This is an optimization exercise on Yosys and OpenROAD, whose aim is small area and a short achievable clock period, not a production implementation.
Only simulation tests tie the RTL to the original design; equivalence was not proved.

==> design.v <==
module fixed(
input [15:0] data,
output [15:0] fixed
);
wire sign = data[15];
wire expo_sign = data[14];
wire [3:0] e = data[13:10];
wire [11:0] w = {1'b1, data[9:0], 1'b0};
wire [26:0] wl = {15'b0, w} << e;
wire [11:0] wr = w >> e;
wire left = expo_sign & (e != 4'd0);
wire zero = (data == 16'b0);
wire [14:0] fv = zero ? 15'b0 : (left ? wl[16:2] : {3'b0, wr});
wire [14:0] mag = sign ? (~fv + 15'd1) : fv;
assign fixed = {sign, mag};
endmodule
module fir (
input [15:0] signal,
input clk,
output [15:0] out,
output [15:0] f1,
output [31:0] f2,f3,f4,
output [15:0] fo1
);
wire sign = signal[15];
wire expo_sign = signal[14];
wire [3:0] e = signal[13:10];
wire [11:0] w = {1'b1, signal[9:0], 1'b0};
wire [26:0] wl = {15'b0, w} << e;
wire [11:0] wr = w >> e;
wire left = expo_sign & (e != 4'd0);
wire zero = (signal == 16'b0);
wire [14:0] fv = zero ? 15'b0 : (left ? wl[16:2] : {3'b0, wr});
wire fz = (fv == 15'b0);
wire [15:0] mg = {sign & fz, fv};
wire [19:0] sx = {20{~sign}};
wire signed [15:0] xq_a = {1'b0, fv ^ {15{sign}}};
wire signed [15:0] xq_b = 16'sd0;
wire signed [15:0] xq;
add_sk_16 i_xq (.a(xq_a), .b(xq_b), .ci(sign), .s(xq));
wire signed [15:0] xin = {sign, xq[14:0]};
wire signed [19:0] nc_x = {1'b0, mg, 3'b0} ^ sx;
wire signed [19:0] nc_y = {4'b0, mg} ^ sx;
wire signed [19:0] nc_z = {18'b0, ~sign, 1'b0};
wire signed [19:0] nc_s = nc_x ^ nc_y ^ nc_z;
wire [19:0] nc_m = (nc_x & nc_y) | (nc_x & nc_z) | (nc_y & nc_z);
wire signed [19:0] nin_a = nc_s;
wire signed [19:0] nin_b = {nc_m[18:0], 1'b0};
wire signed [19:0] nin;
add_sk_20 i_nin (.a(nin_a), .b(nin_b), .ci(1'b0), .s(nin));
reg signed [15:0] x;
reg signed [19:0] n;           
always @(posedge clk) begin
  x <= xin;
  n <= nin;
end
wire signed [18:0] m5_a = n;
wire signed [18:0] m5_b = x <<< 2;
wire signed [18:0] m5;
add_sk_19 i_m5 (.a(m5_a), .b(m5_b), .ci(1'b0), .s(m5));
wire signed [19:0] m11_a = n;
wire signed [19:0] m11_b = ~(x <<< 1);
wire signed [19:0] m11;
add_sk_20 i_m11 (.a(m11_a), .b(m11_b), .ci(1'b1), .s(m11));
wire signed [21:0] m45_a = n <<< 2;
wire signed [21:0] m45_b = n;
wire signed [21:0] m45;
add_sk_22 i_m45 (.a(m45_a), .b(m45_b), .ci(1'b0), .s(m45));
reg signed [9:0] ndh;          
reg nz;                        
reg signed [18:0] m5d;         
reg signed [21:0] m45d;        
reg signed [19:0] m11d;        
reg signed [19:0] r4;          
always @(posedge clk) begin
  ndh <= n[19:10];
  nz <= ~|n[9:0];
  m5d <= m5;
  m45d <= m45;
  m11d <= m11;
  r4 <= {m5d, 1'b0};
end
wire signed [23:0] p205_a = m45d;
wire signed [23:0] p205_b = m5d <<< 5;
wire signed [23:0] p205;
add_bk_24 i_p205 (.a(p205_a), .b(p205_b), .ci(1'b0), .s(p205));
wire signed [24:0] c407_x = m11d <<< 5;
wire signed [24:0] c407_y = m45d;
wire signed [24:0] c407_z = m5d <<< 1;
wire signed [24:0] c407_s = c407_x ^ c407_y ^ c407_z;
wire [24:0] c407_m = (c407_x & c407_y) | (c407_x & c407_z) | (c407_y & c407_z);
wire signed [24:0] p407_a = c407_s;
wire signed [24:0] p407_b = {c407_m[23:0], 1'b0};
wire signed [24:0] p407;
add_bk_25 i_p407 (.a(p407_a), .b(p407_b), .ci(1'b0), .s(p407));
wire signed [24:0] c327_x = m11d <<< 5;
wire signed [24:0] c327_y = ~(m5d <<< 2);
wire signed [24:0] c327_z = ~m5d;
wire signed [24:0] c327_s = c327_x ^ c327_y ^ c327_z;
wire [24:0] c327_m = (c327_x & c327_y) | (c327_x & c327_z) | (c327_y & c327_z);
wire signed [24:0] p327_a = c327_s;
wire signed [24:0] p327_b = {c327_m[23:0], 1'b1};
wire signed [24:0] p327;
add_bk_25 i_p327 (.a(p327_a), .b(p327_b), .ci(1'b1), .s(p327));
wire signed [8:0]  t9   = ndh[9:1];
wire signed [8:0]  t11  = m11d[19:11];
wire signed [8:0]  t10  = m5d[18:10];
wire signed [9:0]  c18  = ~ndh;           wire z18  = nz;
wire signed [11:0] c90  = ~m45d[21:10];   wire z90  = ~|m45d[9:0];
wire signed [12:0] c205 = ~p205[23:11];   wire z205 = ~|p205[10:0];
wire signed [13:0] c327 = ~p327[24:11];   wire z327 = ~|p327[10:0];
wire signed [13:0] c407 = ~p407[24:11];   wire z407 = ~|p407[10:0];
reg signed [8:0] v15;
reg signed [9:0] v14;
reg signed [9:0] v13;
reg signed [10:0] v12;
reg signed [12:0] v11;
reg signed [13:0] v10;
reg signed [14:0] v9;
reg signed [15:0] v8;
reg signed [15:0] v7;
reg signed [15:0] v6;
reg signed [15:0] v5;
reg signed [15:0] v4;
reg signed [15:0] v3;
wire signed [9:0] v14_n_a = t11;
wire signed [9:0] v14_n_b = v15;
wire signed [9:0] v14_n;
add_rip_10 i_v14_n (.a(v14_n_a), .b(v14_n_b), .ci(1'b0), .s(v14_n));
wire signed [9:0] v13_n_a = t10;
wire signed [9:0] v13_n_b = v14;
wire signed [9:0] v13_n;
add_rip_10 i_v13_n (.a(v13_n_a), .b(v13_n_b), .ci(1'b0), .s(v13_n));
wire signed [10:0] v12_n_a = c18;
wire signed [10:0] v12_n_b = v13;
wire signed [10:0] v12_n;
add_rip_11 i_v12_n (.a(v12_n_a), .b(v12_n_b), .ci(z18), .s(v12_n));
wire signed [12:0] v11_n_a = c90;
wire signed [12:0] v11_n_b = v12;
wire signed [12:0] v11_n;
add_rip_13 i_v11_n (.a(v11_n_a), .b(v11_n_b), .ci(z90), .s(v11_n));
wire signed [13:0] v10_n_a = c205;
wire signed [13:0] v10_n_b = v11;
wire signed [13:0] v10_n;
add_rip_14 i_v10_n (.a(v10_n_a), .b(v10_n_b), .ci(z205), .s(v10_n));
wire signed [14:0] v9_n_a = c327;
wire signed [14:0] v9_n_b = v10;
wire signed [14:0] v9_n;
add_rip_15 i_v9_n (.a(v9_n_a), .b(v9_n_b), .ci(z327), .s(v9_n));
wire signed [15:0] v8_n_a = c407;
wire signed [15:0] v8_n_b = v9;
wire signed [15:0] v8_n;
add_rip_16 i_v8_n (.a(v8_n_a), .b(v8_n_b), .ci(z407), .s(v8_n));
wire signed [15:0] v7_n_a = c407;
wire signed [15:0] v7_n_b = v8;
wire signed [15:0] v7_n;
add_rip_16 i_v7_n (.a(v7_n_a), .b(v7_n_b), .ci(z407), .s(v7_n));
wire signed [15:0] v6_n_a = c327;
wire signed [15:0] v6_n_b = v7;
wire signed [15:0] v6_n;
add_rip_16 i_v6_n (.a(v6_n_a), .b(v6_n_b), .ci(z327), .s(v6_n));
wire signed [15:0] v5_n_a = c205;
wire signed [15:0] v5_n_b = v6;
wire signed [15:0] v5_n;
add_rip_16 i_v5_n (.a(v5_n_a), .b(v5_n_b), .ci(z205), .s(v5_n));
wire signed [15:0] v4_n_a = c90;
wire signed [15:0] v4_n_b = v5;
wire signed [15:0] v4_n;
add_rip_16 i_v4_n (.a(v4_n_a), .b(v4_n_b), .ci(z90), .s(v4_n));
wire signed [15:0] v3_n_a = c18;
wire signed [15:0] v3_n_b = v4;
wire signed [15:0] v3_n;
add_rip_16 i_v3_n (.a(v3_n_a), .b(v3_n_b), .ci(z18), .s(v3_n));
wire signed [8:0] t11x = m11[19:11];
wire signed [9:0] u_n_a = t11x;
wire signed [9:0] u_n_b = t10;
wire signed [9:0] u_n;
add_rip_10 i_u_n (.a(u_n_a), .b(u_n_b), .ci(1'b0), .s(u_n));
wire signed [15:0] cs1_x = t11x;
wire signed [15:0] cs1_y = t10;
wire signed [15:0] cs1_z = v3;
wire signed [15:0] cs1_s = cs1_x ^ cs1_y ^ cs1_z;
wire [15:0] cs1_m = (cs1_x & cs1_y) | (cs1_x & cs1_z) | (cs1_y & cs1_z);
wire signed [15:0] s1_n_a = cs1_s;
wire signed [15:0] s1_n_b = {cs1_m[14:0], 1'b0};
wire signed [15:0] s1_n;
add_rip_16 i_s1_n (.a(s1_n_a), .b(s1_n_b), .ci(1'b0), .s(s1_n));
reg signed [15:0] s1;
reg signed [9:0] u;
always @(posedge clk) begin
  v15 <= t9;
  v14 <= v14_n;
  v13 <= v13_n;
  v12 <= v12_n;
  v11 <= v11_n;
  v10 <= v10_n;
  v9 <= v9_n;
  v8 <= v8_n;
  v7 <= v7_n;
  v6 <= v6_n;
  v5 <= v5_n;
  v4 <= v4_n;
  v3 <= v3_n;
  u <= u_n;
  s1 <= s1_n;
end
wire signed [8:0] t0 = n[19:11];
wire signed [15:0] out_n_a = s1;
wire signed [15:0] out_n_b = t0;
wire signed [15:0] out_n;
add_sk_16 i_out_n (.a(out_n_a), .b(out_n_b), .ci(1'b0), .s(out_n));
wire signed [15:0] fo1_n_a = u;
wire signed [15:0] fo1_n_b = t0;
wire signed [15:0] fo1_n;
add_sk_16 i_fo1_n (.a(fo1_n_a), .b(fo1_n_b), .ci(1'b0), .s(fo1_n));
assign out = out_n;
assign fo1 = fo1_n;
assign f1 = x;
assign f2 = {{12{n[19]}}, n};
assign f3 = {{12{m11d[19]}}, m11d};
assign f4 = {{12{r4[19]}}, r4};
endmodule
module add_sk_16(input [15:0] a, input [15:0] b, input ci, output [15:0] s);
wire [15:0] p = a ^ b;
wire [15:0] g0 = a & b;
wire [15:0] g = {g0[15:1], g0[0] | (p[0] & ci)};
wire G1 = g[1] | (p[1] & g[0]);
wire P1 = p[1] & p[0];
wire G2 = g[3] | (p[3] & g[2]);
wire P2 = p[3] & p[2];
wire G3 = g[5] | (p[5] & g[4]);
wire P3 = p[5] & p[4];
wire G4 = g[7] | (p[7] & g[6]);
wire P4 = p[7] & p[6];
wire G5 = g[9] | (p[9] & g[8]);
wire P5 = p[9] & p[8];
wire G6 = g[11] | (p[11] & g[10]);
wire P6 = p[11] & p[10];
wire G7 = g[13] | (p[13] & g[12]);
wire P7 = p[13] & p[12];
wire G8 = g[15] | (p[15] & g[14]);
wire P8 = p[15] & p[14];
wire G9 = g[2] | (p[2] & G1);
wire P9 = p[2] & P1;
wire G10 = G2 | (P2 & G1);
wire P10 = P2 & P1;
wire G11 = g[6] | (p[6] & G3);
wire P11 = p[6] & P3;
wire G12 = G4 | (P4 & G3);
wire P12 = P4 & P3;
wire G13 = g[10] | (p[10] & G5);
wire P13 = p[10] & P5;
wire G14 = G6 | (P6 & G5);
wire P14 = P6 & P5;
wire G15 = g[14] | (p[14] & G7);
wire P15 = p[14] & P7;
wire G16 = G8 | (P8 & G7);
wire P16 = P8 & P7;
wire G17 = g[4] | (p[4] & G10);
wire P17 = p[4] & P10;
wire G18 = G3 | (P3 & G10);
wire P18 = P3 & P10;
wire G19 = G11 | (P11 & G10);
wire P19 = P11 & P10;
wire G20 = G12 | (P12 & G10);
wire P20 = P12 & P10;
wire G21 = g[12] | (p[12] & G14);
wire P21 = p[12] & P14;
wire G22 = G7 | (P7 & G14);
wire P22 = P7 & P14;
wire G23 = G15 | (P15 & G14);
wire P23 = P15 & P14;
wire G24 = G16 | (P16 & G14);
wire P24 = P16 & P14;
wire G25 = g[8] | (p[8] & G20);
wire P25 = p[8] & P20;
wire G26 = G5 | (P5 & G20);
wire P26 = P5 & P20;
wire G27 = G13 | (P13 & G20);
wire P27 = P13 & P20;
wire G28 = G14 | (P14 & G20);
wire P28 = P14 & P20;
wire G29 = G21 | (P21 & G20);
wire P29 = P21 & P20;
wire G30 = G22 | (P22 & G20);
wire P30 = P22 & P20;
wire G31 = G23 | (P23 & G20);
wire P31 = P23 & P20;
wire G32 = G24 | (P24 & G20);
wire P32 = P24 & P20;
wire [16:0] c = {G32, G31, G30, G29, G28, G27, G26, G25, G20, G19, G18, G17, G10, G9, G1, g[0], ci};
assign s = p ^ c[15:0];
endmodule
module add_sk_20(input [19:0] a, input [19:0] b, input ci, output [19:0] s);
wire [19:0] p = a ^ b;
wire [19:0] g0 = a & b;
wire [19:0] g = {g0[19:1], g0[0] | (p[0] & ci)};
wire G1 = g[1] | (p[1] & g[0]);
wire P1 = p[1] & p[0];
wire G2 = g[3] | (p[3] & g[2]);
wire P2 = p[3] & p[2];
wire G3 = g[5] | (p[5] & g[4]);
wire P3 = p[5] & p[4];
wire G4 = g[7] | (p[7] & g[6]);
wire P4 = p[7] & p[6];
wire G5 = g[9] | (p[9] & g[8]);
wire P5 = p[9] & p[8];
wire G6 = g[11] | (p[11] & g[10]);
wire P6 = p[11] & p[10];
wire G7 = g[13] | (p[13] & g[12]);
wire P7 = p[13] & p[12];
wire G8 = g[15] | (p[15] & g[14]);
wire P8 = p[15] & p[14];
wire G9 = g[17] | (p[17] & g[16]);
wire P9 = p[17] & p[16];
wire G10 = g[19] | (p[19] & g[18]);
wire P10 = p[19] & p[18];
wire G11 = g[2] | (p[2] & G1);
wire P11 = p[2] & P1;
wire G12 = G2 | (P2 & G1);
wire P12 = P2 & P1;
wire G13 = g[6] | (p[6] & G3);
wire P13 = p[6] & P3;
wire G14 = G4 | (P4 & G3);
wire P14 = P4 & P3;
wire G15 = g[10] | (p[10] & G5);
wire P15 = p[10] & P5;
wire G16 = G6 | (P6 & G5);
wire P16 = P6 & P5;
wire G17 = g[14] | (p[14] & G7);
wire P17 = p[14] & P7;
wire G18 = G8 | (P8 & G7);
wire P18 = P8 & P7;
wire G19 = g[18] | (p[18] & G9);
wire P19 = p[18] & P9;
wire G20 = G10 | (P10 & G9);
wire P20 = P10 & P9;
wire G21 = g[4] | (p[4] & G12);
wire P21 = p[4] & P12;
wire G22 = G3 | (P3 & G12);
wire P22 = P3 & P12;
wire G23 = G13 | (P13 & G12);
wire P23 = P13 & P12;
wire G24 = G14 | (P14 & G12);
wire P24 = P14 & P12;
wire G25 = g[12] | (p[12] & G16);
wire P25 = p[12] & P16;
wire G26 = G7 | (P7 & G16);
wire P26 = P7 & P16;
wire G27 = G17 | (P17 & G16);
wire P27 = P17 & P16;
wire G28 = G18 | (P18 & G16);
wire P28 = P18 & P16;
wire G29 = g[8] | (p[8] & G24);
wire P29 = p[8] & P24;
wire G30 = G5 | (P5 & G24);
wire P30 = P5 & P24;
wire G31 = G15 | (P15 & G24);
wire P31 = P15 & P24;
wire G32 = G16 | (P16 & G24);
wire P32 = P16 & P24;
wire G33 = G25 | (P25 & G24);
wire P33 = P25 & P24;
wire G34 = G26 | (P26 & G24);
wire P34 = P26 & P24;
wire G35 = G27 | (P27 & G24);
wire P35 = P27 & P24;
wire G36 = G28 | (P28 & G24);
wire P36 = P28 & P24;
wire G37 = g[16] | (p[16] & G36);
wire P37 = p[16] & P36;
wire G38 = G9 | (P9 & G36);
wire P38 = P9 & P36;
wire G39 = G19 | (P19 & G36);
wire P39 = P19 & P36;
wire G40 = G20 | (P20 & G36);
wire P40 = P20 & P36;
wire [20:0] c = {G40, G39, G38, G37, G36, G35, G34, G33, G32, G31, G30, G29, G24, G23, G22, G21, G12, G11, G1, g[0], ci};
assign s = p ^ c[19:0];
endmodule
module add_sk_19(input [18:0] a, input [18:0] b, input ci, output [18:0] s);
wire [18:0] p = a ^ b;
wire [18:0] g0 = a & b;
wire [18:0] g = {g0[18:1], g0[0] | (p[0] & ci)};
wire G1 = g[1] | (p[1] & g[0]);
wire P1 = p[1] & p[0];
wire G2 = g[3] | (p[3] & g[2]);
wire P2 = p[3] & p[2];
wire G3 = g[5] | (p[5] & g[4]);
wire P3 = p[5] & p[4];
wire G4 = g[7] | (p[7] & g[6]);
wire P4 = p[7] & p[6];
wire G5 = g[9] | (p[9] & g[8]);
wire P5 = p[9] & p[8];
wire G6 = g[11] | (p[11] & g[10]);
wire P6 = p[11] & p[10];
wire G7 = g[13] | (p[13] & g[12]);
wire P7 = p[13] & p[12];
wire G8 = g[15] | (p[15] & g[14]);
wire P8 = p[15] & p[14];
wire G9 = g[17] | (p[17] & g[16]);
wire P9 = p[17] & p[16];
wire G10 = g[2] | (p[2] & G1);
wire P10 = p[2] & P1;
wire G11 = G2 | (P2 & G1);
wire P11 = P2 & P1;
wire G12 = g[6] | (p[6] & G3);
wire P12 = p[6] & P3;
wire G13 = G4 | (P4 & G3);
wire P13 = P4 & P3;
wire G14 = g[10] | (p[10] & G5);
wire P14 = p[10] & P5;
wire G15 = G6 | (P6 & G5);
wire P15 = P6 & P5;
wire G16 = g[14] | (p[14] & G7);
wire P16 = p[14] & P7;
wire G17 = G8 | (P8 & G7);
wire P17 = P8 & P7;
wire G18 = g[18] | (p[18] & G9);
wire P18 = p[18] & P9;
wire G19 = g[4] | (p[4] & G11);
wire P19 = p[4] & P11;
wire G20 = G3 | (P3 & G11);
wire P20 = P3 & P11;
wire G21 = G12 | (P12 & G11);
wire P21 = P12 & P11;
wire G22 = G13 | (P13 & G11);
wire P22 = P13 & P11;
wire G23 = g[12] | (p[12] & G15);
wire P23 = p[12] & P15;
wire G24 = G7 | (P7 & G15);
wire P24 = P7 & P15;
wire G25 = G16 | (P16 & G15);
wire P25 = P16 & P15;
wire G26 = G17 | (P17 & G15);
wire P26 = P17 & P15;
wire G27 = g[8] | (p[8] & G22);
wire P27 = p[8] & P22;
wire G28 = G5 | (P5 & G22);
wire P28 = P5 & P22;
wire G29 = G14 | (P14 & G22);
wire P29 = P14 & P22;
wire G30 = G15 | (P15 & G22);
wire P30 = P15 & P22;
wire G31 = G23 | (P23 & G22);
wire P31 = P23 & P22;
wire G32 = G24 | (P24 & G22);
wire P32 = P24 & P22;
wire G33 = G25 | (P25 & G22);
wire P33 = P25 & P22;
wire G34 = G26 | (P26 & G22);
wire P34 = P26 & P22;
wire G35 = g[16] | (p[16] & G34);
wire P35 = p[16] & P34;
wire G36 = G9 | (P9 & G34);
wire P36 = P9 & P34;
wire G37 = G18 | (P18 & G34);
wire P37 = P18 & P34;
wire [19:0] c = {G37, G36, G35, G34, G33, G32, G31, G30, G29, G28, G27, G22, G21, G20, G19, G11, G10, G1, g[0], ci};
assign s = p ^ c[18:0];
endmodule
module add_sk_22(input [21:0] a, input [21:0] b, input ci, output [21:0] s);
wire [21:0] p = a ^ b;
wire [21:0] g0 = a & b;
wire [21:0] g = {g0[21:1], g0[0] | (p[0] & ci)};
wire G1 = g[1] | (p[1] & g[0]);
wire P1 = p[1] & p[0];
wire G2 = g[3] | (p[3] & g[2]);
wire P2 = p[3] & p[2];
wire G3 = g[5] | (p[5] & g[4]);
wire P3 = p[5] & p[4];
wire G4 = g[7] | (p[7] & g[6]);
wire P4 = p[7] & p[6];
wire G5 = g[9] | (p[9] & g[8]);
wire P5 = p[9] & p[8];
wire G6 = g[11] | (p[11] & g[10]);
wire P6 = p[11] & p[10];
wire G7 = g[13] | (p[13] & g[12]);
wire P7 = p[13] & p[12];
wire G8 = g[15] | (p[15] & g[14]);
wire P8 = p[15] & p[14];
wire G9 = g[17] | (p[17] & g[16]);
wire P9 = p[17] & p[16];
wire G10 = g[19] | (p[19] & g[18]);
wire P10 = p[19] & p[18];
wire G11 = g[21] | (p[21] & g[20]);
wire P11 = p[21] & p[20];
wire G12 = g[2] | (p[2] & G1);
wire P12 = p[2] & P1;
wire G13 = G2 | (P2 & G1);
wire P13 = P2 & P1;
wire G14 = g[6] | (p[6] & G3);
wire P14 = p[6] & P3;
wire G15 = G4 | (P4 & G3);
wire P15 = P4 & P3;
wire G16 = g[10] | (p[10] & G5);
wire P16 = p[10] & P5;
wire G17 = G6 | (P6 & G5);
wire P17 = P6 & P5;
wire G18 = g[14] | (p[14] & G7);
wire P18 = p[14] & P7;
wire G19 = G8 | (P8 & G7);
wire P19 = P8 & P7;
wire G20 = g[18] | (p[18] & G9);
wire P20 = p[18] & P9;
wire G21 = G10 | (P10 & G9);
wire P21 = P10 & P9;
wire G22 = g[4] | (p[4] & G13);
wire P22 = p[4] & P13;
wire G23 = G3 | (P3 & G13);
wire P23 = P3 & P13;
wire G24 = G14 | (P14 & G13);
wire P24 = P14 & P13;
wire G25 = G15 | (P15 & G13);
wire P25 = P15 & P13;
wire G26 = g[12] | (p[12] & G17);
wire P26 = p[12] & P17;
wire G27 = G7 | (P7 & G17);
wire P27 = P7 & P17;
wire G28 = G18 | (P18 & G17);
wire P28 = P18 & P17;
wire G29 = G19 | (P19 & G17);
wire P29 = P19 & P17;
wire G30 = g[20] | (p[20] & G21);
wire P30 = p[20] & P21;
wire G31 = G11 | (P11 & G21);
wire P31 = P11 & P21;
wire G32 = g[8] | (p[8] & G25);
wire P32 = p[8] & P25;
wire G33 = G5 | (P5 & G25);
wire P33 = P5 & P25;
wire G34 = G16 | (P16 & G25);
wire P34 = P16 & P25;
wire G35 = G17 | (P17 & G25);
wire P35 = P17 & P25;
wire G36 = G26 | (P26 & G25);
wire P36 = P26 & P25;
wire G37 = G27 | (P27 & G25);
wire P37 = P27 & P25;
wire G38 = G28 | (P28 & G25);
wire P38 = P28 & P25;
wire G39 = G29 | (P29 & G25);
wire P39 = P29 & P25;
wire G40 = g[16] | (p[16] & G39);
wire P40 = p[16] & P39;
wire G41 = G9 | (P9 & G39);
wire P41 = P9 & P39;
wire G42 = G20 | (P20 & G39);
wire P42 = P20 & P39;
wire G43 = G21 | (P21 & G39);
wire P43 = P21 & P39;
wire G44 = G30 | (P30 & G39);
wire P44 = P30 & P39;
wire G45 = G31 | (P31 & G39);
wire P45 = P31 & P39;
wire [22:0] c = {G45, G44, G43, G42, G41, G40, G39, G38, G37, G36, G35, G34, G33, G32, G25, G24, G23, G22, G13, G12, G1, g[0], ci};
assign s = p ^ c[21:0];
endmodule
module add_bk_24(input [23:0] a, input [23:0] b, input ci, output [23:0] s);
wire [23:0] p = a ^ b;
wire [23:0] g0 = a & b;
wire [23:0] g = {g0[23:1], g0[0] | (p[0] & ci)};
wire G1 = g[1] | (p[1] & g[0]);
wire P1 = p[1] & p[0];
wire G2 = g[3] | (p[3] & g[2]);
wire P2 = p[3] & p[2];
wire G3 = g[5] | (p[5] & g[4]);
wire P3 = p[5] & p[4];
wire G4 = g[7] | (p[7] & g[6]);
wire P4 = p[7] & p[6];
wire G5 = g[9] | (p[9] & g[8]);
wire P5 = p[9] & p[8];
wire G6 = g[11] | (p[11] & g[10]);
wire P6 = p[11] & p[10];
wire G7 = g[13] | (p[13] & g[12]);
wire P7 = p[13] & p[12];
wire G8 = g[15] | (p[15] & g[14]);
wire P8 = p[15] & p[14];
wire G9 = g[17] | (p[17] & g[16]);
wire P9 = p[17] & p[16];
wire G10 = g[19] | (p[19] & g[18]);
wire P10 = p[19] & p[18];
wire G11 = g[21] | (p[21] & g[20]);
wire P11 = p[21] & p[20];
wire G12 = g[23] | (p[23] & g[22]);
wire P12 = p[23] & p[22];
wire G13 = G2 | (P2 & G1);
wire P13 = P2 & P1;
wire G14 = G4 | (P4 & G3);
wire P14 = P4 & P3;
wire G15 = G6 | (P6 & G5);
wire P15 = P6 & P5;
wire G16 = G8 | (P8 & G7);
wire P16 = P8 & P7;
wire G17 = G10 | (P10 & G9);
wire P17 = P10 & P9;
wire G18 = G12 | (P12 & G11);
wire P18 = P12 & P11;
wire G19 = G14 | (P14 & G13);
wire P19 = P14 & P13;
wire G20 = G16 | (P16 & G15);
wire P20 = P16 & P15;
wire G21 = G18 | (P18 & G17);
wire P21 = P18 & P17;
wire G22 = G20 | (P20 & G19);
wire P22 = P20 & P19;
wire G23 = G21 | (P21 & G22);
wire P23 = P21 & P22;
wire G24 = G15 | (P15 & G19);
wire P24 = P15 & P19;
wire G25 = G17 | (P17 & G22);
wire P25 = P17 & P22;
wire G26 = G3 | (P3 & G13);
wire P26 = P3 & P13;
wire G27 = G5 | (P5 & G19);
wire P27 = P5 & P19;
wire G28 = G7 | (P7 & G24);
wire P28 = P7 & P24;
wire G29 = G9 | (P9 & G22);
wire P29 = P9 & P22;
wire G30 = G11 | (P11 & G25);
wire P30 = P11 & P25;
wire G31 = g[2] | (p[2] & G1);
wire P31 = p[2] & P1;
wire G32 = g[4] | (p[4] & G13);
wire P32 = p[4] & P13;
wire G33 = g[6] | (p[6] & G26);
wire P33 = p[6] & P26;
wire G34 = g[8] | (p[8] & G19);
wire P34 = p[8] & P19;
wire G35 = g[10] | (p[10] & G27);
wire P35 = p[10] & P27;
wire G36 = g[12] | (p[12] & G24);
wire P36 = p[12] & P24;
wire G37 = g[14] | (p[14] & G28);
wire P37 = p[14] & P28;
wire G38 = g[16] | (p[16] & G22);
wire P38 = p[16] & P22;
wire G39 = g[18] | (p[18] & G29);
wire P39 = p[18] & P29;
wire G40 = g[20] | (p[20] & G25);
wire P40 = p[20] & P25;
wire G41 = g[22] | (p[22] & G30);
wire P41 = p[22] & P30;
wire [24:0] c = {G23, G41, G30, G40, G25, G39, G29, G38, G22, G37, G28, G36, G24, G35, G27, G34, G19, G33, G26, G32, G13, G31, G1, g[0], ci};
assign s = p ^ c[23:0];
endmodule
module add_bk_25(input [24:0] a, input [24:0] b, input ci, output [24:0] s);
wire [24:0] p = a ^ b;
wire [24:0] g0 = a & b;
wire [24:0] g = {g0[24:1], g0[0] | (p[0] & ci)};
wire G1 = g[1] | (p[1] & g[0]);
wire P1 = p[1] & p[0];
wire G2 = g[3] | (p[3] & g[2]);
wire P2 = p[3] & p[2];
wire G3 = g[5] | (p[5] & g[4]);
wire P3 = p[5] & p[4];
wire G4 = g[7] | (p[7] & g[6]);
wire P4 = p[7] & p[6];
wire G5 = g[9] | (p[9] & g[8]);
wire P5 = p[9] & p[8];
wire G6 = g[11] | (p[11] & g[10]);
wire P6 = p[11] & p[10];
wire G7 = g[13] | (p[13] & g[12]);
wire P7 = p[13] & p[12];
wire G8 = g[15] | (p[15] & g[14]);
wire P8 = p[15] & p[14];
wire G9 = g[17] | (p[17] & g[16]);
wire P9 = p[17] & p[16];
wire G10 = g[19] | (p[19] & g[18]);
wire P10 = p[19] & p[18];
wire G11 = g[21] | (p[21] & g[20]);
wire P11 = p[21] & p[20];
wire G12 = g[23] | (p[23] & g[22]);
wire P12 = p[23] & p[22];
wire G13 = G2 | (P2 & G1);
wire P13 = P2 & P1;
wire G14 = G4 | (P4 & G3);
wire P14 = P4 & P3;
wire G15 = G6 | (P6 & G5);
wire P15 = P6 & P5;
wire G16 = G8 | (P8 & G7);
wire P16 = P8 & P7;
wire G17 = G10 | (P10 & G9);
wire P17 = P10 & P9;
wire G18 = G12 | (P12 & G11);
wire P18 = P12 & P11;
wire G19 = G14 | (P14 & G13);
wire P19 = P14 & P13;
wire G20 = G16 | (P16 & G15);
wire P20 = P16 & P15;
wire G21 = G18 | (P18 & G17);
wire P21 = P18 & P17;
wire G22 = G20 | (P20 & G19);
wire P22 = P20 & P19;
wire G23 = G21 | (P21 & G22);
wire P23 = P21 & P22;
wire G24 = G15 | (P15 & G19);
wire P24 = P15 & P19;
wire G25 = G17 | (P17 & G22);
wire P25 = P17 & P22;
wire G26 = G3 | (P3 & G13);
wire P26 = P3 & P13;
wire G27 = G5 | (P5 & G19);
wire P27 = P5 & P19;
wire G28 = G7 | (P7 & G24);
wire P28 = P7 & P24;
wire G29 = G9 | (P9 & G22);
wire P29 = P9 & P22;
wire G30 = G11 | (P11 & G25);
wire P30 = P11 & P25;
wire G31 = g[2] | (p[2] & G1);
wire P31 = p[2] & P1;
wire G32 = g[4] | (p[4] & G13);
wire P32 = p[4] & P13;
wire G33 = g[6] | (p[6] & G26);
wire P33 = p[6] & P26;
wire G34 = g[8] | (p[8] & G19);
wire P34 = p[8] & P19;
wire G35 = g[10] | (p[10] & G27);
wire P35 = p[10] & P27;
wire G36 = g[12] | (p[12] & G24);
wire P36 = p[12] & P24;
wire G37 = g[14] | (p[14] & G28);
wire P37 = p[14] & P28;
wire G38 = g[16] | (p[16] & G22);
wire P38 = p[16] & P22;
wire G39 = g[18] | (p[18] & G29);
wire P39 = p[18] & P29;
wire G40 = g[20] | (p[20] & G25);
wire P40 = p[20] & P25;
wire G41 = g[22] | (p[22] & G30);
wire P41 = p[22] & P30;
wire G42 = g[24] | (p[24] & G23);
wire P42 = p[24] & P23;
wire [25:0] c = {G42, G23, G41, G30, G40, G25, G39, G29, G38, G22, G37, G28, G36, G24, G35, G27, G34, G19, G33, G26, G32, G13, G31, G1, g[0], ci};
assign s = p ^ c[24:0];
endmodule
module add_rip_10(input [9:0] a, input [9:0] b, input ci, output [9:0] s);
wire [10:0] c;
assign c[0] = ci;
genvar i;
generate for (i = 0; i < 10; i = i + 1) begin : r
  assign s[i] = a[i] ^ b[i] ^ c[i];
  assign c[i+1] = (a[i] & b[i]) | (a[i] & c[i]) | (b[i] & c[i]);
end endgenerate
endmodule
module add_rip_11(input [10:0] a, input [10:0] b, input ci, output [10:0] s);
wire [11:0] c;
assign c[0] = ci;
genvar i;
generate for (i = 0; i < 11; i = i + 1) begin : r
  assign s[i] = a[i] ^ b[i] ^ c[i];
  assign c[i+1] = (a[i] & b[i]) | (a[i] & c[i]) | (b[i] & c[i]);
end endgenerate
endmodule
module add_rip_13(input [12:0] a, input [12:0] b, input ci, output [12:0] s);
wire [13:0] c;
assign c[0] = ci;
genvar i;
generate for (i = 0; i < 13; i = i + 1) begin : r
  assign s[i] = a[i] ^ b[i] ^ c[i];
  assign c[i+1] = (a[i] & b[i]) | (a[i] & c[i]) | (b[i] & c[i]);
end endgenerate
endmodule
module add_rip_14(input [13:0] a, input [13:0] b, input ci, output [13:0] s);
wire [14:0] c;
assign c[0] = ci;
genvar i;
generate for (i = 0; i < 14; i = i + 1) begin : r
  assign s[i] = a[i] ^ b[i] ^ c[i];
  assign c[i+1] = (a[i] & b[i]) | (a[i] & c[i]) | (b[i] & c[i]);
end endgenerate
endmodule
module add_rip_15(input [14:0] a, input [14:0] b, input ci, output [14:0] s);
wire [15:0] c;
assign c[0] = ci;
genvar i;
generate for (i = 0; i < 15; i = i + 1) begin : r
  assign s[i] = a[i] ^ b[i] ^ c[i];
  assign c[i+1] = (a[i] & b[i]) | (a[i] & c[i]) | (b[i] & c[i]);
end endgenerate
endmodule
module add_rip_16(input [15:0] a, input [15:0] b, input ci, output [15:0] s);
wire [16:0] c;
assign c[0] = ci;
genvar i;
generate for (i = 0; i < 16; i = i + 1) begin : r
  assign s[i] = a[i] ^ b[i] ^ c[i];
  assign c[i+1] = (a[i] & b[i]) | (a[i] & c[i]) | (b[i] & c[i]);
end endgenerate
endmodule
==> flow/run.sh <==
#!/bin/bash
# The standard layout (the standard.sh); the ports are buffered by flow/ports.tcl
# just before global placement instead of by ORFS's own buffer_ports call.
bash standard.sh DONT_BUFFER_PORTS=1 PRE_GLOBAL_PLACE_TCL="$PWD/flow/ports.tcl" finish > standard.log 2>&1
==> flow/ports.tcl <==
# Port buffering for the layout (replaces ORFS's single buffer_ports call):
# every input but the clock gets a buf_4, every output a buf_1.
buffer_ports -inputs -buffer_cell sky130_fd_sc_hd__buf_4
buffer_ports -outputs -buffer_cell sky130_fd_sc_hd__buf_1
==> standard.sh <==
#!/bin/bash
# synth_recipe.tcl (not shown) runs the flow's synth.tcl, then flattens the netlist and writes it again
# the make line also repeats each setting of config.mk as NAME=value (left out here)
make -C /OpenROAD-flow-scripts/flow DESIGN_CONFIG=/design/flow/config.mk WORK_HOME=/design/flow/orfs CLKGATE_MAP_FILE= SYNTH_SCRIPT=/design/flow/synth_recipe.tcl "${@:-finish}"
==> config.mk <==
export PLATFORM = sky130hd
export DESIGN_NAME = fir
export DESIGN_NICKNAME = fir
export VERILOG_FILES = /design/flow/design.v
export SDC_FILE = /design/flow/constraint.sdc
export NUM_CORES = 4
export LEC_CHECK = 0
export ABC_AREA = 1
export CAP_MARGIN = 20
export CORE_MARGIN = 2
export CORE_UTILIZATION = 40
export CTS_CLUSTER_DIAMETER = 60
export CTS_CLUSTER_SIZE = 40
export SLEW_MARGIN = 20
==> constraint.sdc <==
create_clock -name core_clock -period 30.0 [get_ports {clk}]
set_input_delay 6.0000 -clock core_clock [delete_from_list [all_inputs] [get_ports {clk}]]
set_output_delay 6.0000 -clock core_clock [all_outputs]
set_load 0.01 [all_outputs]
==> out/results.ini, run 1 <==
[placement]
gp_congestion=0.859
dp_hpwl_mm=38.8
place_ws_ns=19.88
port_buffers=158

[hold_path]
hp-class=reg2reg
hold_depth=0

[clocking]
htree_levels=1
cts-root-buf=clkbuf_16
path_clk_slew_ns=0.08
clk_path_buf_depth=3
numCtsBuffers=30
post_cts_buffers=0
clock_latency_ns=0.59
hold_buffers=0
cts_tree=yes
numClockSinks=328
cts_resized=0

[die]
die_height_um=232
initial_core_util_pct=40.5
ios=161
die-area_mm2=0.0540
die_x_um=232
core_area_mm2=0.0515
rows=83

[synth]
synth_cell_type_count=49
synthFlopType=dfxtp_1
synth_warnings=1
synth_largest_area_cell=dfxtp_1
netlist.area_leader.share_pct=31.4
ys_async_sr_fraction_pct=0
post_synth.cell_area_avg_um2=10.2
synthTopCellsByArea=dfxtp_1, fa_1, ha_1, inv_1, nand2_1
ys_seq_area_share_pct=31.4
ys_ff_latch=328
synth_edf_count=0
syn_area_mm2=0.0209
synthCells=2057
syn_nets=2549

[worst_setup_path]
r2r_cells=32
path_max_fanout=6
critical_path_arrival_ns=10.46
path_common_cell=fa_1
r2r_slack_ns=20.02
crit_required_ns=30.48
crit_type=reg2reg
crit_slowest_cell=fa_1
start_kind=register
slowest_delay_ns=0.56
end_kind=register

[cells_and_area]
drive_above_1_share_pct=4.80
fin_nets=2531
multiInputGateArea_mm2=0.0124
diodes=0
fillers=4918
final_common_cell=inv_1
final_cell_mix=inv_1, dfxtp_1, fa_1
area_delta_synth_final_pct=7.50
regArea_mm2=0.00657
final_util_pct=43.6

[routing]
drt-pass1-iter-count=5
viasPerCell=4.70
remaining_drc_errors=0
wl_per_cell_um=17.2
drt_iter0_markers=555
finalWirelength_mm=47.3
vias=12900
drtAntennaViolNets=0

[sta]
fin_crit_sh_pct=33.3
setup-violations-final=0
hold_violations=0
worst_pin_slew_ns=0.853
setup_slack_ns=20.02
max_clock_freq_ghz=0.100
slew_viol_final=0
fin_skew_ns=0.0223
period_needed_ns=9.98
whs_ns=0.418
setup_tns_ns=0
rsz0062_at_grt=false
slew-limit-headroom_pct=42.6

[global_route]
first_global_vias=14000
grt_overflow=0
grt_usage_pct=18.4
grt_max_degree=31
antenna_found_initial=0
grt_pass1_wl_mm=77.2

[outcome]
status=timing/DRC/antenna clean

[job]
cap_violations=0

kinds of logic after synthesis:
group	synth area share [%]
simple gates	11.0
fa+ha+maj	38.7
buf+inv	9.21
flops	31.4
compound gates	4.72
xor+xnor	4.87
other cells	0.0180
area by class of cell:
class	count	share of cell area [%]
Tap cell	680	3.79
Clock buffer	34	3.55
Multi-Input combinational cell	1275	55.2
Clock inverter	22	1.35
Inverter	400	6.71
Timing Repair Buffer	4	0.134
Sequential cell	328	29.3
metal layers:
layer | up-vias | wire length, µm | global-route usage [%]
met5 | - | 0 | 0
met4 | 0 | 1190 | 5.00
met3 | 60 | 2690 | 3.97
met2 | 221 | 22000 | 30.5
met1 | 6296 | 21400 | 24.4
li1 | 6314 | - | -
metrics by stage:
step	instances	instance area, µm²
4_1_cts	2743	22400
2_1_floorplan	2057	20900
3_3_place_gp	2687	21300
3_5_place_dp	2687	21300
5_1_grt	2743	22400
6_report	2743	22400
registers in the layout (all words and copies together), names as in the netlist, 17 cells and up:
name,count
m5d,17
m11d,20
n,20
r4,19
m45d,21
Yosys cell counts (all sizes together) (31+ instances only):
cell type and instances:
inv 400, dfxtp 328, fa 285, nand2 264, ha 190, nand3 125, a21oi 84, nor2 81
xor2 62, xnor2 54, buf 53, o21ai 31
worst paths after layout:
path	startpoint	end
setup / recovery	m11d[0]	v6[15]
setup reg to reg	m11d[0]	v6[15]
hold reg to reg	ndh[5]	v15[4]
hold / removal	ndh[5]	v15[4]
critical path, delay by kind of cell, from the launching register on:
family,cells,cell delay (ns)
AOI/OAI and AO/OA,3,0.70
DFF,1,0.49
xor gates and xnor gates,1,0.19
adders and majority gates,18,7.65
buffers and inverters,4,0.34
and+or+nand+nor,6,0.51
==> run 2, diff against run 1 <==
==> flow/run.sh (replaced) <==
#!/bin/bash
# The standard layout (the standard.sh); the ports are buffered by flow/ports.tcl
# instead of by ORFS's own buffer_ports call.
bash standard.sh DONT_BUFFER_PORTS=1 PRE_GLOBAL_PLACE_TCL="$PWD/flow/ports.tcl" finish > standard.log 2>&1
==> flow/ports.tcl (replaced) <==
# Port buffering, run just before global placement in place of ORFS's own
# remove_buffers + buffer_ports: every input but the clock gets a buf_4,
# every output a buf_1. Placement then runs without ORFS's timing-driven
# mode, whose first step would remove these buffers again.
remove_buffers
buffer_ports -inputs -buffer_cell sky130_fd_sc_hd__buf_4
buffer_ports -outputs -buffer_cell sky130_fd_sc_hd__buf_1
set ::env(GPL_TIMING_DRIVEN) 0
==> run 2 against run 1 <==
Effect of this change:
- still clean on timing, DRC and antenna
- worst hold slack lost 0.0052 ns
- critical path depth stayed put
- first-iteration DRC count increased by 14%
- clock-buffer cell count shrank 6
- clock skew is 0.024 ns higher
- maximum frequency down 2.3%
- core utilization rose by 1.2 points
- critical path type unchanged
==> out/results.ini, run 2 <==
[routing]
viasPerCell=4.68  ; -0.44%
remaining_drc_errors=0  ; unchanged
drt-pass1-iter-count=6  ; +1
vias=13500  ; +5.0%
wl_per_cell_um=16.4  ; -5.1%
drtAntennaViolNets=0  ; unchanged
drt_iter0_markers=635  ; +14%
finalWirelength_mm=47.3  ; about the same

[synth]
synth_edf_count=0  ; unchanged
synthTopCellsByArea=dfxtp_1, fa_1, ha_1, inv_1, nand2_1
ys_ff_latch=328  ; unchanged
synth_cell_type_count=49  ; unchanged
synth_warnings=1  ; unchanged
ys_seq_area_share_pct=31.4  ; unchanged
netlist.area_leader.share_pct=31.4  ; unchanged
synth.most_common_cell=inv_1
syn_nets=2549  ; unchanged
synthCells=2057  ; unchanged
syn_area_mm2=0.0209  ; unchanged
synthFlopType=dfxtp_1
post_synth.cell_area_avg_um2=10.2  ; unchanged
synth_commonest_cells=inv_1, dfxtp_1, fa_1
ys_async_sr_fraction_pct=0  ; unchanged
synth_largest_area_cell=dfxtp_1

[sta]
slew_viol_final=0  ; unchanged
whs_ns=0.413  ; -0.00516 ns
setup_tns_ns=0  ; unchanged
max_clock_freq_ghz=0.0979  ; -2.3%
fin_crit_sh_pct=34.0  ; +0.78 points
hold_violations=0  ; unchanged
setup-violations-final=0  ; unchanged
slew-limit-headroom_pct=28.7  ; -14 points
fin_skew_ns=0.0461  ; +0.0238 ns
rsz0062_at_grt=false
period_needed_ns=10.21  ; +0.235 ns
worst_pin_slew_ns=1.07  ; +0.215 ns
setup_slack_ns=19.79  ; -0.235 ns

[clocking]
cts_tree=yes
hold_buffers=0  ; unchanged
post_cts_buffers=0  ; unchanged
path_clk_slew_ns=0.09  ; about the same
cts-root-buf=clkbuf_16
clock_latency_ns=0.61  ; +0.02 ns
htree_levels=1  ; unchanged
cts_resized=0  ; unchanged
clk_path_buf_depth=3  ; unchanged
numCtsBuffers=28  ; -6.7%
numClockSinks=328  ; unchanged

[hold_path]
hp-class=reg2reg

[global_route]
first_global_vias=14300  ; +2.2%
grt_pass1_wl_mm=77.8  ; +0.72%
antenna_found_initial=0  ; unchanged
grt_usage_pct=18.4  ; -0.023 points
grt_overflow=0  ; unchanged
grt_max_degree=31  ; unchanged

[cells_and_area]
fillers=4953  ; +0.71%
largest-register=m45d
drive_above_1_share_pct=4.83  ; +0.034 points
regArea_mm2=0.00657  ; about the same
final_util_pct=44.8  ; +1.2 points
reg_top3=m45d (21), m11d (20), n (20)
final_cell_mix=inv_1, dfxtp_1, fa_1
largest_reg_flops=21  ; unchanged
multiInputGateArea_mm2=0.0124  ; unchanged
final_common_cell=inv_1
stdcell_area_mm2=0.0231  ; +2.8%
area_delta_synth_final_pct=10.5
final_cells=2894  ; +5.5%
fin_nets=2684  ; +6.0%
diodes=0  ; unchanged

[placement]
place_ws_ns=19.51  ; -0.368 ns
dpl_cell_area_mm2=0.0220  ; +2.9%
dp_hpwl_mm=38.7  ; -0.24%
gp_congestion=0.837  ; -2.5%
port_buffers=159  ; +0.63%
dp.cells=2842  ; +5.8%

[die]
die-area_mm2=0.0540  ; unchanged
die_x_um=232  ; unchanged
core_area_mm2=0.0515  ; unchanged
rows=83  ; unchanged
ios=161  ; unchanged
initial_core_util_pct=40.5  ; unchanged
die_height_um=232  ; unchanged

[worst_setup_path]
end_kind=register
crit_required_ns=30.50  ; +0.02 ns
crit_slowest_cell=fa_1
start_kind=register
crit_type=reg2reg
slowest_delay_ns=0.56  ; about the same
path_common_cell=fa_1
critical_path_arrival_ns=10.72  ; +0.26 ns
path_max_fanout=6  ; unchanged

[outcome]
status=timing/DRC/antenna clean

[job]
cap_violations=0  ; unchanged

-- run 2: cell counts after synthesis --
No cell type changed its count.
-- run 2: cells by family (layout without fill, tap and decap cells) --
logic type / after synthesis / count (layout) / synth area share, %
other: 1 / 1 / 0.0180
xor gates and xnor gates: 116 / 116 / 4.87
DFF: 328 / 328 / 31.4
adders and majority gates: 475 / 475 / 38.7
AOI/OAI and AO/OA: 168 / 168 / 4.72
buffers and inverters: 454 / 611 / 9.21
and+or+nand+nor: 515 / 515 / 11.0
-- run 2: cell type report --
class	count	share of cell area (%)
inverter	400	6.53
clock inverter	24	1.74
clock buffer	28	3.04
sequential	328	28.5
multi-input combinational	1275	53.7
timing repair buffer	159	2.85
tap	680	3.69
-- run 2: path summary, 6_finish.rpt --
path | to | startpoint | depth (start not counted) | slack (ns)
setup reg to reg | v6[15] | m11d[0] | 32 | 19.79
setup / recovery | v6[15] | m11d[0] | 32 | 19.79
hold / removal | v15[3] | ndh[4] | 0 | 0.41
hold reg to reg | v15[3] | ndh[4] | 0 | 0.41
-- run 2: worst max-delay path: cells and delay by family (launching register included) --
family	cells	cell delay, ns
fa+ha+maj	18	7.70
compound gates	3	0.82
simple gates	6	0.57
flops	1	0.49
buf+inv	4	0.34
xor+xnor	1	0.19
-- run 2: per-layer routing --
metal / track usage (%) / wire length [µm]
met1: 25.3 / 22200
met2: 31.2 / 22700
met3: 2.02 / 1530
met4: 4.16 / 903
met5: 0 / 0
==> run 3, diff against run 2 <==
==> flow/run.sh (replaced) <==
#!/bin/bash
# The standard layout (the standard.sh); the ports are buffered by flow/ports.tcl
# instead of by ORFS's own buffer_ports call.
bash standard.sh DONT_BUFFER_PORTS=1 POST_GLOBAL_PLACE_TCL="$PWD/flow/ports.tcl" finish > standard.log 2>&1
==> flow/ports.tcl (replaced) <==
# Port buffering, run right after global placement in place of ORFS's own
# buffer_ports: every input but the clock gets a buf_4, every output a buf_1.
buffer_ports -inputs -buffer_cell sky130_fd_sc_hd__buf_4
buffer_ports -outputs -buffer_cell sky130_fd_sc_hd__buf_1
==> run 3 against run 2 <==
Effect of this change:
- core utilization down 0.14 points
- global-route usage up 0.063 points
- design area down 0.30%
- register-to-register slack better by 0.30 ns
- via count down 0.11%
- routed wire length up 1.3%
- sequential cell count unchanged
==> out/results.ini, run 3 <==
[worst_setup_path]
crit_slowest_cell=dfxtp_1
slowest_delay_ns=0.51  ; -0.05 ns
r2r-end=v6[15]
critical_path_arrival_ns=10.39  ; -0.33 ns
r2r_cells=32  ; unchanged
path_max_fanout=8  ; +2
critPathLaunch=m45d[1]
path_common_cell=fa_1
crit_path_end=v6[15]
crit_type=reg2reg
r2r_slack_ns=20.08  ; +0.30 ns
r2r-start=m45d[1]
start_kind=register
end_kind=register
crit_required_ns=30.48  ; -0.02 ns

[global_route]
first_global_vias=14400  ; +0.37%
grt.met3_usage_pct=2.22  ; +0.20 points
grt_usage_pct=18.5  ; +0.063 points
grt_use_met2_pct=31.6  ; +0.39 points
antenna_found_initial=0  ; unchanged
grt_busiest_layer=met2
grt_overflow=0  ; unchanged
grt_pass1_wl_mm=77.4  ; -0.51%
grt_max_degree=31  ; unchanged
gr-usage-met1_pct=25.2  ; -0.057 points

[sta]
rsz0062_at_grt=false
worst_pin_slew_ns=0.800  ; -0.268 ns
fin_crit_sh_pct=33.1  ; -0.98 points
fin_skew_ns=0.0164  ; -0.0297 ns
setup-violations-final=0  ; unchanged
setup_slack_ns=20.08  ; +0.295 ns
setup_tns_ns=0  ; unchanged
hold_violations=0  ; unchanged
period_needed_ns=9.92  ; -0.295 ns
max_clock_freq_ghz=0.101  ; +3.0%
whs_ns=0.413  ; +0.000450 ns
slew-limit-headroom_pct=46.1  ; +17 points
slew_viol_final=0  ; unchanged

[clocking]
hold_buffers=0  ; unchanged
clk_path_buf_depth=3  ; unchanged
path_clk_slew_ns=0.09  ; about the same
post_cts_buffers=0  ; unchanged
cts_tree=yes
numCtsBuffers=28  ; unchanged
htree_levels=1  ; unchanged
cts-root-buf=clkbuf_16
cts_resized=0  ; unchanged
clock_latency_ns=0.58  ; -0.03 ns
numClockSinks=328  ; unchanged

[synth]
ys_ff_latch=328  ; unchanged
synth_fa_ha_area_share_pct=38.7  ; unchanged
synth.most_common_cell=inv_1
synthFlopType=dfxtp_1
synth_compound_area_share_pct=4.72  ; unchanged
synthCells=2057  ; unchanged
netlist.area_leader.share_pct=31.4  ; unchanged
ys_async_sr_fraction_pct=0  ; unchanged
yosys.area_share.simple_pct=11.0  ; unchanged
post_synth.cell_area_avg_um2=10.2  ; unchanged
synth_xor_area_share_pct=4.87  ; unchanged
synth_cell_type_count=49  ; unchanged
syn_area_mm2=0.0209  ; unchanged
syn_nets=2549  ; unchanged
synthMuxAreaShare_pct=0  ; unchanged
synth_warnings=1  ; unchanged
synth_edf_count=0  ; unchanged
synthTopCellsByArea=dfxtp_1, fa_1, ha_1, inv_1, nand2_1
ys_seq_area_share_pct=31.4  ; unchanged
synth_largest_area_cell=dfxtp_1
synth_top_family_by_area=adder cells
synth_commonest_cells=inv_1, dfxtp_1, fa_1

[routing]
viasPerCell=4.67  ; -0.25%
remaining_drc_errors=0  ; unchanged
drt-pass1-iter-count=6  ; unchanged
drtAntennaViolNets=0  ; unchanged
vias=13500  ; -0.11%
finalWirelength_mm=48.0  ; +1.3%
wl_per_cell_um=16.5  ; +1.2%
drt_iter0_markers=680  ; +7.1%

[die]
die_height_um=232  ; unchanged
core_area_mm2=0.0515  ; unchanged
initial_core_util_pct=40.5  ; unchanged
ios=161  ; unchanged
die-area_mm2=0.0540  ; unchanged
rows=83  ; unchanged
die_x_um=232  ; unchanged

[placement]
place_ws_ns=19.85  ; +0.337 ns
dp.cells=2846  ; +0.14%
dpl_cell_area_mm2=0.0220  ; +0.14%
port_buffers=159  ; unchanged
dp_hpwl_mm=39.5  ; +2.0%

[cells_and_area]
fillers=4929  ; -0.48%
final_util_pct=44.7  ; -0.14 points
regArea_mm2=0.00657  ; about the same
largest_reg_flops=21  ; unchanged
diodes=0  ; unchanged
fin_nets=2688  ; +0.15%
final_cell_mix=inv_1, dfxtp_1, fa_1
area_delta_synth_final_pct=10.2
final_cells=2898  ; +0.14%
final_common_cell=inv_1
largest-register=m45d
multiInputGateArea_mm2=0.0124  ; unchanged
reg_top3=m45d (21), m11d (20), n (20)
drive_above_1_share_pct=5.05  ; +0.22 points
stdcell_area_mm2=0.0230  ; -0.30%

[outcome]
status=timing/DRC/antenna clean

[hold_path]
hp-class=reg2reg

[job]
cap_violations=0  ; unchanged

[run 3: cell counts after synthesis]
Identical to the previous run, type by type.
[run 3: worst max-delay path, delay by kind of cell (launching register included)]
family	cells	cell delay [ns]
compound gates	5	1.09
xor+xnor	1	0.18
fa+ha+maj	18	7.31
buf+inv	4	0.38
flops	1	0.51
simple gates	4	0.34
[run 3: how the worst min path moves through the flow]
stage                       from      to  slack (ns)  depth (start not counted)
after floorplan           m5d[4]   r4[5]        0.35                          0
after global placement    ndh[4]  v15[3]        0.40                          0
after detailed placement  ndh[4]  v15[3]        0.41                          0
after CTS                 ndh[4]  v15[3]        0.42                          0
after global routing      m5d[2]   r4[3]        0.43                          0
final                     ndh[4]  v15[3]        0.41                          0
[run 3: logic make-up after synthesis]
family	count (synthesis)
other cells	1
compound gates	168
flops	328
buf+inv	454
xor+xnor	116
simple gates	515
fa+ha+maj	475
[run 3: layout make-up]
cell class / count / share of cell area [%]
clock inverter: 24 / 1.31
tap: 680 / 3.70
multi-input combinational: 1275 / 53.9
timing repair buffer: 163 / 2.99
sequential: 328 / 28.6
clock buffer: 28 / 3.05
inverter: 400 / 6.55
[run 3: routing by layer]
metal / share of wire (%) / routed length, µm / vias to the layer above
li1: - / - / 6639
met1: 47 / 22500 / 6624
met2: 48 / 23100 / 222
met3: 3.5 / 1680 / 41
met4: 1.5 / 708 / 0
met5: 0 / 0 / -

==> static timing again, ports no longer ideal <==
The flow's constraints put no driver on any port. The routed layouts listed below were extracted and timed again, unchanged, in two steps.
Step 1 sets driving cells, clkbuf_16 on the clock port and buf_2 on the other inputs (assumed; they add their load-dependent delay and slew).
Step 2 times the ports against the registers' clock, not the clock port: input delays grow and output delays shrink by t, the midpoint of the rising clock arrivals with the driver on.
a / b / c = ideal / step 1 / step 2; a / b = the first two.
| run | shift t [ns] | setup WS [ns] | latest minus earliest clock arrival (ns) | pins driven straight from the clock port |
|---|---|---|---|---|
| run 1 | 0.635 | 20.020 / 20.020 / 19.730 | 0.023 / 0.023 | 1 |
| run 2 | 0.644 | 19.786 / 19.786 / 19.552 | 0.048 / 0.048 | 1 |
| run 3 | 0.627 | 20.081 / 20.081 / 19.852 | 0.017 / 0.017 | 1 |
After both steps setup and hold are still met in every run listed. For run 1, which loses most, drivers alone change the setup slack by 0.000 ns; drivers and shift together by -0.290 ns.
